This is an optimization exercise on Yosys and OpenROAD, whose aim is small area and a short achievable clock period, not a production implementation. RTL that was checked went through simulation tests only; none was proved equivalent to the original. Power and IR drop assume default switching activity.

lane 1:
// sigmoid9slices
module sigmoid9slices (
    input wire clk,
    input wire rst_n,
    input wire signed [15:0] x0_in,
    input wire signed [15:0] x1_in,
    input wire valid_in,
    output reg signed [15:0] y0_out,
    output reg signed [15:0] y1_out,
    output reg valid_out
);
Size: ~110 flip-flops, roughly 68 I/O pins.
Settings: LEC_CHECK=0, ABC_AREA=1, CAP_MARGIN=20, CORE_MARGIN=2, CORE_UTILIZATION=70, SETUP_SLACK_MARGIN=5, SLEW_MARGIN=20, TNS_END_PERCENT=0; clock period 8.0 ns.
standard.sh (not shown) runs the stock make flow with config.mk's settings and CLKGATE_MAP_FILE= SYNTH_SCRIPT=/design/flow/synth_recipe.tcl, a recipe that flattens the netlist after the stock synthesis.
==> flow/flow/run.sh <==
#!/bin/bash
# Standard layout, with plain buffers (instead of delay cells) on the ports, and the
# timing repair aimed at a setup slack of 5.5 ns. The make output goes to standard.log,
# each ORFS step's full log to orfs/logs/.
set -e
export BUFFER_PORTS_ARGS="-buffer_cell sky130_fd_sc_hd__buf_1"
bash standard.sh finish SETUP_SLACK_MARGIN=5.5 > standard.log 2>&1
Input changes introduced in lane 2 (baseline for comparison: lane 1):
# lane 1
export LEC_CHECK = 0
export ABC_AREA = 1
export CAP_MARGIN = 20
export CORE_MARGIN = 2
export CORE_UTILIZATION = 70
export SETUP_SLACK_MARGIN = 5
export SLEW_MARGIN = 20
export TNS_END_PERCENT = 0
create_clock -name core_clock -period 8.0 [get_ports {clk}]
# lane 2
export LEC_CHECK = 0
export ABC_AREA = 1
export CAP_MARGIN = 20
export CORE_MARGIN = 2
export CORE_UTILIZATION = 65
export SETUP_SLACK_MARGIN = 5
export SLEW_MARGIN = 20
export TNS_END_PERCENT = 0
create_clock -name core_clock -period 8.0 [get_ports {clk}]
==> flow/flow/run.sh <==
#!/bin/bash
# Standard layout, with plain buffers (instead of delay cells) on the ports, and the
# timing repair aimed at a setup slack of 5.6 ns. The make output goes to standard.log,
# each ORFS step's full log to orfs/logs/.
set -e
export BUFFER_PORTS_ARGS="-buffer_cell sky130_fd_sc_hd__buf_2"
bash standard.sh finish SETUP_SLACK_MARGIN=5.6 > standard.log 2>&1
--- outcome ---
- Between lane 1 and lane 2, sequential power is lower for lane 2, lane 1 comes in above that.
- Taking lane 1 as the reference, in lane 2 share of power burned in registers lost 1.3 points, area taken by multi-input logic gates moved up, instance count on the critical path saw a decrease, number of nets in the final layout has increased.
- When lane 2 is set beside lane 1, its number of global-route vias before repair turns out to be 1.3% larger.
- Lane 2 finished all stages; the layout is clean.
- Post-synthesis compound-gate area fraction: lane 2 vs lane 1 identical
- [compare] base=lane 1 new=lane 2: power moved up, overall track demand over capacity in global routing moved down, sequential cell area in the final layout moved up.
Setup changes, lane 2 to lane 3
# lane 2
export LEC_CHECK = 0
export ABC_AREA = 1
export CAP_MARGIN = 20
export CORE_MARGIN = 2
export CORE_UTILIZATION = 65
export SETUP_SLACK_MARGIN = 5
export SLEW_MARGIN = 20
export TNS_END_PERCENT = 0
create_clock -name core_clock -period 8.0 [get_ports {clk}]
# lane 3
export LEC_CHECK = 0
export ABC_AREA = 1
export CAP_MARGIN = 20
export CORE_MARGIN = 2
export CORE_UTILIZATION = 60
export SETUP_SLACK_MARGIN = 5
export SLEW_MARGIN = 20
export TNS_END_PERCENT = 0
create_clock -name core_clock -period 8.0 [get_ports {clk}]
==> flow/flow/run.sh <==
#!/bin/bash
# Standard layout, with plain buffers (instead of delay cells) on the ports, and the
# timing repair aimed at a setup slack of 5.5 ns. The make output goes to standard.log,
# each ORFS step's full log to orfs/logs/.
set -e
export BUFFER_PORTS_ARGS="-buffer_cell sky130_fd_sc_hd__buf_2"
bash standard.sh finish SETUP_SLACK_MARGIN=5.5 > standard.log 2>&1
Notes after the runs:
Lane 3: no failed stages, no open violations at the end
Finished layout cell area: lane 3 vs lane 2, no meaningful difference
Going from lane 2 to lane 3, share of final layout cell area taken by non-clock buffers fell by 0.52 points, global routing usage summed across all routing layers fell by 4.8 points.
Cmp lane 3 and lane 2 / critical path required time / higher: lane 3
When the final numbers for lane 3 and lane 2 were put side by side, the worst hold margin turned out to be greater in lane 2.
Compared with lane 2, in lane 3 internal power went up by 0.051 mW, total clock network power went up by 17%.
The following lists how lane 4 was set up differently from lane 3:
# lane 3
export LEC_CHECK = 0
export ABC_AREA = 1
export CAP_MARGIN = 20
export CORE_MARGIN = 2
export CORE_UTILIZATION = 60
export SETUP_SLACK_MARGIN = 5
export SLEW_MARGIN = 20
export TNS_END_PERCENT = 0
create_clock -name core_clock -period 8.0 [get_ports {clk}]
# lane 4
export LEC_CHECK = 0
export ABC_AREA = 1
export CAP_MARGIN = 20
export CORE_MARGIN = 2
export CORE_UTILIZATION = 50
export SETUP_SLACK_MARGIN = 5
export SLEW_MARGIN = 20
export TNS_END_PERCENT = 0
create_clock -name core_clock -period 8.0 [get_ports {clk}]
==> flow/flow/run.sh <==
#!/bin/bash
# Standard layout, with plain buffers (instead of delay cells) on the ports, and the
# timing repair aimed at a setup slack of 5.6 ns. The make output goes to standard.log,
# each ORFS step's full log to orfs/logs/.
set -e
export BUFFER_PORTS_ARGS="-buffer_cell sky130_fd_sc_hd__buf_2"
bash standard.sh finish SETUP_SLACK_MARGIN=5.6 > standard.log 2>&1
==> results.txt <==
- [diff] total power, lane 4 relative to lane 3: regression
- From lane 3 to lane 4 the numbers moved as follows: final standard cell area without fillers shows an increase of 3.3%; top achievable clock speed shows an increase of 1.8%.
- Run comparison: lane 4 first element of the critical path c0[4]; lane 3 first element of the critical path a1[12]
[inputs] lane 5 vs lane 4
# lane 4
export LEC_CHECK = 0
export ABC_AREA = 1
export CAP_MARGIN = 20
export CORE_MARGIN = 2
export CORE_UTILIZATION = 50
export SETUP_SLACK_MARGIN = 5
export SLEW_MARGIN = 20
export TNS_END_PERCENT = 0
create_clock -name core_clock -period 8.0 [get_ports {clk}]
# lane 5
export LEC_CHECK = 0
export ABC_AREA = 1
export CAP_MARGIN = 20
export CORE_MARGIN = 2
export CORE_UTILIZATION = 70
export SETUP_SLACK_MARGIN = 5
export SLEW_MARGIN = 20
export TNS_END_PERCENT = 0
create_clock -name core_clock -period 8.0 [get_ports {clk}]
Notes after the runs:
Re number of sinks driven by the clock tree: no difference whatsoever between lane 5 and lane 4.
Looking only at post-synthesis to final-layout area growth, and setting everything else aside, the higher value of lane 4 and lane 5 goes to lane 4.
Final cell count without fillers, lane 4 and lane 5: lower on lane 5
Critical path depth (lower): lane 5
Of the two values seen for startpoint of the most critical setup path, valid_out was produced by lane 5 and c0[4] by lane 4.
Compared lane 5 vs lane 4, and final cell utilization of the core is up in lane 5.

Starting RTL as in the previous note.
==> flow/config.mk <==
export PLATFORM = sky130hd
export DESIGN_NAME = sigmoid9slices
export DESIGN_NICKNAME = sigmoid9slices
export VERILOG_FILES = /design/flow/design.v
export SDC_FILE = /design/flow/constraint.sdc
export NUM_CORES = 4
export LEC_CHECK = 0
export ABC_AREA = 1
export CAP_MARGIN = 20
export CORE_MARGIN = 2
export CORE_UTILIZATION = 70
export SETUP_SLACK_MARGIN = 5
export SLEW_MARGIN = 20
export TNS_END_PERCENT = 0
==> flow/constraint.sdc <==
create_clock -name core_clock -period 8.0 [get_ports {clk}]
set_input_delay 1.6000 -clock core_clock [delete_from_list [all_inputs] [get_ports {clk}]]
set_output_delay 1.6000 -clock core_clock [all_outputs]
set_load 0.01 [all_outputs]
==> flow/flow/run.sh <==
#!/bin/bash
# Standard layout, with plain buffers (instead of delay cells) on the ports, and the
# timing repair aimed at a setup slack of 5.6 ns. The make output goes to standard.log,
# each ORFS step's full log to orfs/logs/.
set -e
export BUFFER_PORTS_ARGS="-buffer_cell sky130_fd_sc_hd__buf_1"
bash standard.sh finish SETUP_SLACK_MARGIN=5.6 > standard.log 2>&1
The first run completed with no timing, DRC or antenna violations.
Then changed:
==> flow/flow/run.sh (replaced) <==
#!/bin/bash
# Standard layout, with plain buffers (instead of delay cells) on the ports, and the
# timing repair aimed at a setup slack of 5.7 ns. The make output goes to standard.log,
# each ORFS step's full log to orfs/logs/.
set -e
export BUFFER_PORTS_ARGS="-buffer_cell sky130_fd_sc_hd__buf_1"
bash standard.sh finish SETUP_SLACK_MARGIN=5.7 > standard.log 2>&1
After rerunning: Power climbs slightly; clock power went up by a few percent; worst hold slack hardly moves; global-route usage drops by 1.2 points; core utilization barely changes; non-clock buffer count goes down by 7; die area does not change; clock skew barely changes; combinational power is about the same; wire length decreases by a few percent.
Then changed:
==> flow/flow/run.sh (replaced) <==
#!/bin/bash
# Standard layout, with plain buffers (instead of delay cells) on the ports, and the
# timing repair aimed at a setup slack of 5.6 ns. The make output goes to standard.log,
# each ORFS step's full log to orfs/logs/.
set -e
export BUFFER_PORTS_ARGS="-buffer_cell sky130_fd_sc_hd__buf_2"
bash standard.sh finish SETUP_SLACK_MARGIN=5.6 > standard.log 2>&1
- CORE_UTILIZATION: 70 -> 60
What happened: The changed run completed without violations. Area after synthesis stays the same. Wire length fell by 7.8%. Count of clock-buffer cells in the layout fell by 2. Sequential share of layout area hardly moves. Design area barely changes. Cell count rose by about 0.47%. Critical path depth fell by 9. Core utilization fell by 12 points. Total power rose by about 1.7%. Die area rose by about 16%. Register-to-register slack is better by 60 ps.
Then changed:
- CORE_UTILIZATION: 60 -> 70
- TNS_END_PERCENT: 0 -> not set
Power is higher by 4.0%.
Critical path depth stays the same.
Fmax is lower by 3.3%.
Count of clock-buffer cells in the layout is lower by 1.
Cell count is about the same.
Design area is higher by 2.7%.
Setup slack got worse by 84 ps.
Die area is lower by 14%.
Worst hold slack improved by 25 ps.
Utilization is higher by 14 points.

sigmoid9slices, a different RTL version from the one above (not shown whole).
Size: ~770 cells after synthesis, about 68 I/O pins, about 6900 um^2 of cells after synthesis.
clock: 8.0 ns
lec_check: 0
cap_margin: 20
core_margin: 2
core_utilization: 70
setup_slack_margin: 5
slew_margin: 20
==> flow/flow/run.sh <==
#!/bin/bash
# Standard layout, with plain buffers (instead of delay cells) on the ports, and the
# timing repair aimed at a setup slack of 5.3 ns.
set -e
export BUFFER_PORTS_ARGS="-buffer_cell sky130_fd_sc_hd__buf_2"
bash standard.sh finish SETUP_SLACK_MARGIN=5.3 > standard.log 2>&1
Then changed:
==> flow/flow/run.sh (replaced) <==
#!/bin/bash
# Standard layout, with plain buffers (instead of delay cells) on the ports, and the
# timing repair aimed at a setup slack of 5.6 ns.
set -e
export BUFFER_PORTS_ARGS="-buffer_cell sky130_fd_sc_hd__buf_2"
bash standard.sh finish SETUP_SLACK_MARGIN=5.6 > standard.log 2>&1
Non-clock buffer count came out higher by 9.
Sequential power came out higher by 4.2%.
Routed wire length came out higher by 17%.
Combinational power came out higher by 21%.
Via count came out higher by 4.0%.
Synthesized area stays the same.
No run of this note included a check of the RTL's function; only the layout flow was run.

sigmoid9slices, a different RTL version from the one above (not shown whole).
Size in the first run: ~830 cells after synthesis, about 110 flip-flops, about 6800 um2 of cells after synthesis.
// sigmoid9slices
module sigmoid9slices (
    input wire clk,
    input wire rst_n,
    input wire signed [15:0] x0_in,
    input wire signed [15:0] x1_in,
    input wire valid_in,
    output reg signed [15:0] y0_out,
    output reg signed [15:0] y1_out,
    output reg valid_out
);
==> flow/config.mk <==
export PLATFORM = sky130hd
export DESIGN_NAME = sigmoid9slices
export DESIGN_NICKNAME = sigmoid9slices
export VERILOG_FILES = /design/flow/design.v
export SDC_FILE = /design/flow/constraint.sdc
export NUM_CORES = 4
export LEC_CHECK = 0
export ABC_AREA = 1
export CAP_MARGIN = 20
export CORE_MARGIN = 2
export CORE_UTILIZATION = 60
export SETUP_SLACK_MARGIN = 5
export SLEW_MARGIN = 20
export TNS_END_PERCENT = 0
==> flow/constraint.sdc <==
create_clock -name core_clock -period 8.0 [get_ports {clk}]
set_input_delay 1.6000 -clock core_clock [delete_from_list [all_inputs] [get_ports {clk}]]
set_output_delay 1.6000 -clock core_clock [all_outputs]
set_load 0.01 [all_outputs]
==> flow/flow/run.sh <==
#!/bin/bash
# Standard layout, with plain buffers (instead of delay cells) on the ports, and the
# timing repair aimed at a setup slack of 5.6 ns. The make output goes to standard.log,
# each ORFS step's full log to orfs/logs/.
set -e
export BUFFER_PORTS_ARGS="-buffer_cell sky130_fd_sc_hd__buf_2"
bash standard.sh finish SETUP_SLACK_MARGIN=5.6 > standard.log 2>&1
Rerun with:
- CORE_UTILIZATION: 60 -> 65
- global-route usage climbs by 2.3 points
- routed wire length climbs by 2.7%
- synthesized cell count is unchanged
- critical path depth drops by 4
- hold slack hardly moves
- area after synthesis is unchanged
- final area climbs by 0.46%

== tundra ==
sigmoid9slices, a different RTL version from the one above (not shown whole).
For scale: about 68 I/O pins, ~0.0074 mm² of cells after synthesis.
## sigmoid9slices
module sigmoid9slices (
    input wire clk,
    input wire rst_n,
    input wire signed [15:0] x0_in,
    input wire signed [15:0] x1_in,
    input wire valid_in,
    output reg signed [15:0] y0_out,
    output reg signed [15:0] y1_out,
    output reg valid_out
);
    reg v1, v2;
    always @(posedge clk or negedge rst_n)
        if (!rst_n) begin v1 <= 1'b0; v2 <= 1'b0; valid_out <= 1'b0; end
        else begin v1 <= valid_in; v2 <= v1; valid_out <= v2; end
    function [5:0] dec(input [15:0] x);
        reg [14:0] u;
        reg g1, g2, g3, g4, g5;
        begin
            g1 = x[15] ? (x[14:0] <= 15'd31402) : (x[14:0] >= 15'd1365);
            g2 = x[15] ? (x[14:0] <= 15'd28671) : (x[14:0] >= 15'd4096);
            g3 = x[15] ? (x[14:0] <= 15'd25940) : (x[14:0] >= 15'd6827);
            g4 = x[15] ? (x[14:0] <= 15'd23210) : (x[14:0] >= 15'd9557);
            g5 = x[15] ? (x[14:0] <= 15'd20479) : (x[14:0] >= 15'd12288);
            dec = {g5, ~g1, g1 & ~g2, g2 & ~g3, g3 & ~g4, g4 & ~g5};
        end
    endfunction
    reg [12:0] a0, a1;   
    reg [5:0] c0, c1;
    always @(posedge clk) begin
        a0 <= {x0_in[15], x0_in[11:0]}; a1 <= {x1_in[15], x1_in[11:0]};
        c0 <= dec(x0_in); c1 <= dec(x1_in);
    end
    wire [10:0] xr0 = a0[10:0];
    wire [10:0] xn0 = ~a0[10:0];
    wire sat0 = c0[5];
    wire r0_0_0 = (c0[0] & xr0[0]) | (c0[1] & xn0[0]);
    wire r0_0_1 = c0[1];
    wire r0_1_0 = ((c0[0] | c0[2] | c0[3]) & xr0[0]) | (c0[1] & xn0[1]) | (c0[4] & xn0[0]);
    wire r0_1_1 = (c0[0] & xr0[1]) | c0[4];
    wire r0_2_0 = ((c0[0] | c0[2] | c0[3]) & xr0[1]) | (c0[1] & xn0[2]) | (c0[4] & xn0[1]);
    wire r0_2_1 = (c0[0] & xr0[2]);
    wire r0_3_0 = ((c0[0] | c0[2] | c0[3]) & xr0[2]) | (c0[1] & xn0[3]) | (c0[4] & xn0[2]);
    wire r0_3_1 = ((c0[0] | c0[1]) & xr0[0]);
    wire r0_3_2 = (c0[0] & xr0[3]);
    wire r0_4_0 = ((c0[0] | c0[2] | c0[3]) & xr0[3]) | (c0[1] & xn0[4]) | (c0[4] & xn0[0]);
    wire r0_4_1 = ((c0[0] | c0[1]) & xr0[1]) | (c0[3] & xr0[0]) | c0[4];
    wire r0_4_2 = (c0[0] & xr0[4]) | (c0[4] & xn0[3]);
  ...
==> flow/config.mk <==
export PLATFORM = sky130hd
export DESIGN_NAME = sigmoid9slices
export DESIGN_NICKNAME = sigmoid9slices
export VERILOG_FILES = /design/flow/design.v
export SDC_FILE = /design/flow/constraint.sdc
export NUM_CORES = 4
export LEC_CHECK = 0
export ABC_AREA = 1
export CAP_MARGIN = 20
export CORE_MARGIN = 2
export CORE_UTILIZATION = 70
export SETUP_SLACK_MARGIN = 5
export SLEW_MARGIN = 20
==> flow/constraint.sdc <==
create_clock -name core_clock -period 8.0 [get_ports {clk}]
set_input_delay 1.6000 -clock core_clock [delete_from_list [all_inputs] [get_ports {clk}]]
set_output_delay 1.6000 -clock core_clock [all_outputs]
set_load 0.01 [all_outputs]
==> flow/flow/run.sh <==
#!/bin/bash
# Standard layout, with plain buffers (instead of delay cells) on the ports, and the
# timing repair aimed at a setup slack of 5.6 ns.
set -e
export BUFFER_PORTS_ARGS="-buffer_cell sky130_fd_sc_hd__buf_2"
bash standard.sh finish SETUP_SLACK_MARGIN=5.6 > standard.log 2>&1
diff inputs: tundra => maple
- swapping 70 for 80 in CORE_UTILIZATION
==> flow/flow/run.sh <==
#!/bin/bash
# Standard layout, with plain buffers (instead of delay cells) on the ports, and the
# timing repair aimed at a setup slack of 5.6 ns. The make output goes to standard.log,
# each ORFS step's full log to orfs/logs/.
set -e
export BUFFER_PORTS_ARGS="-buffer_cell sky130_fd_sc_hd__buf_1"
bash standard.sh finish SETUP_SLACK_MARGIN=5.6 > standard.log 2>&1
Results
maple is listed as incomplete: the tool reported an error in global routing (5_1_grt) and the run ended there.
When maple is set beside tundra, its height of the die turns out to be 6.2% smaller.
Number of gates given a new drive strength after cts, maple and tundra: larger value in maple
maple vs. tundra: die width moved down, number of buffers inserted during clock tree synthesis flat, starting density of the core picked up an extra 9.2 points, arithmetic-cell share of the synthesized area counting full adders, half adders and majority gates shows no meaningful change, cell count after placement has decreased.
Relative to maple, the following input files were edited for nickel:
- CORE_UTILIZATION now 70, was 80
==> flow/flow/run.sh <==
#!/bin/bash
# Standard layout, with plain buffers (instead of delay cells) on the ports, and the
# timing repair aimed at a setup slack of 5.0 ns.
set -e
export BUFFER_PORTS_ARGS="-buffer_cell sky130_fd_sc_hd__buf_2"
bash standard.sh finish SETUP_SLACK_MARGIN=5.0 > standard.log 2>&1
Notes after the runs:
Across both runs, placer congestion estimate was lower for nickel than for maple. Re width of the die: maple and nickel aren't equal, and the higher value belongs to nickel. nickel completed; timing, DRC and antenna clean. Comparing maple and nickel, worst slack at placement is lower on maple. In nickel, the post-CTS resize count came out 75 below the value in maple. nickel against maple: instance count after placement with tap cells included has increased, buffer count from post-CTS setup fixing has decreased.

-- static timing again, ports no longer ideal --
No port has a modelled driver above. Below, the same layouts with a new extraction and two added sets of constraints. Step 1: set_driving_cell puts a clkbuf_16 on clk and a buf_2 on each other input, an assumption about the parent block. Step 2 moves the port delays by t, midway between the first and last clock arrival at a register: inputs arrive t later, outputs are due t later. That takes back most of the time a late clock gives input paths. Slacks: ideal / step 1 / step 2; pairs: ideal / step 1.
| run | shift t [ns] | setup WS [ns] | worst hold slack (ns) | worst data-port slew with drivers (ns) |
|---|---|---|---|---|
| lane 1 | 0.423 | 5.397 / 5.397 / 5.366 | 0.374 / 0.374 / 0.374 | 0.03 |
| lane 2 | 0.427 | 5.500 / 5.464 / 5.399 | 0.369 / 0.369 / 0.369 | 0.03 |
| lane 3 | 0.387 | 5.502 / 5.502 / 5.379 | 0.360 / 0.360 / 0.360 | 0.03 |
| lane 4 | 0.389 | 5.546 / 5.511 / 5.401 | 0.364 / 0.364 / 0.364 | 0.03 |
| lane 5 | 0.438 | 5.488 / 5.451 / 5.367 | 0.378 / 0.378 / 0.378 | 0.03 |
| the first run of note 2 | 0.423 | 5.506 / 5.469 / 5.301 | 0.369 / 0.369 / 0.369 | 0.03 |
| the second run of note 2 | 0.416 | 5.517 / 5.494 / 5.344 | 0.366 / 0.366 / 0.366 | 0.04 |
| the third run of note 2 | 0.388 | 5.562 / 5.522 / 5.383 | 0.360 / 0.360 / 0.360 | 0.03 |
| the fourth run of note 2 | 0.436 | 5.478 / 5.441 / 5.381 | 0.384 / 0.384 / 0.384 | 0.03 |
| the first run of note 3 | 0.389 | 4.932 / 4.932 / 4.932 | 0.369 / 0.369 / 0.369 | 0.03 |
| the second run of note 3 | 0.417 | 5.081 / 5.081 / 5.063 | 0.373 / 0.373 / 0.373 | 0.05 |
| the first run of note 4 | 0.392 | 5.555 / 5.523 / 5.471 | 0.373 / 0.373 / 0.373 | 0.03 |
| the second run of note 4 | 0.412 | 5.481 / 5.481 / 5.442 | 0.371 / 0.371 / 0.371 | 0.03 |
| tundra | 0.410 | 5.523 / 5.490 / 5.325 | 0.381 / 0.381 / 0.381 | 0.03 |
| nickel | 0.415 | 5.164 / 5.164 / 5.164 | 0.376 / 0.376 / 0.376 | 0.03 |
After both steps setup and hold are still met in every run listed. For the first run of note 2, which loses most, drivers alone change the setup slack by -0.037 ns; drivers and shift together by -0.205 ns.
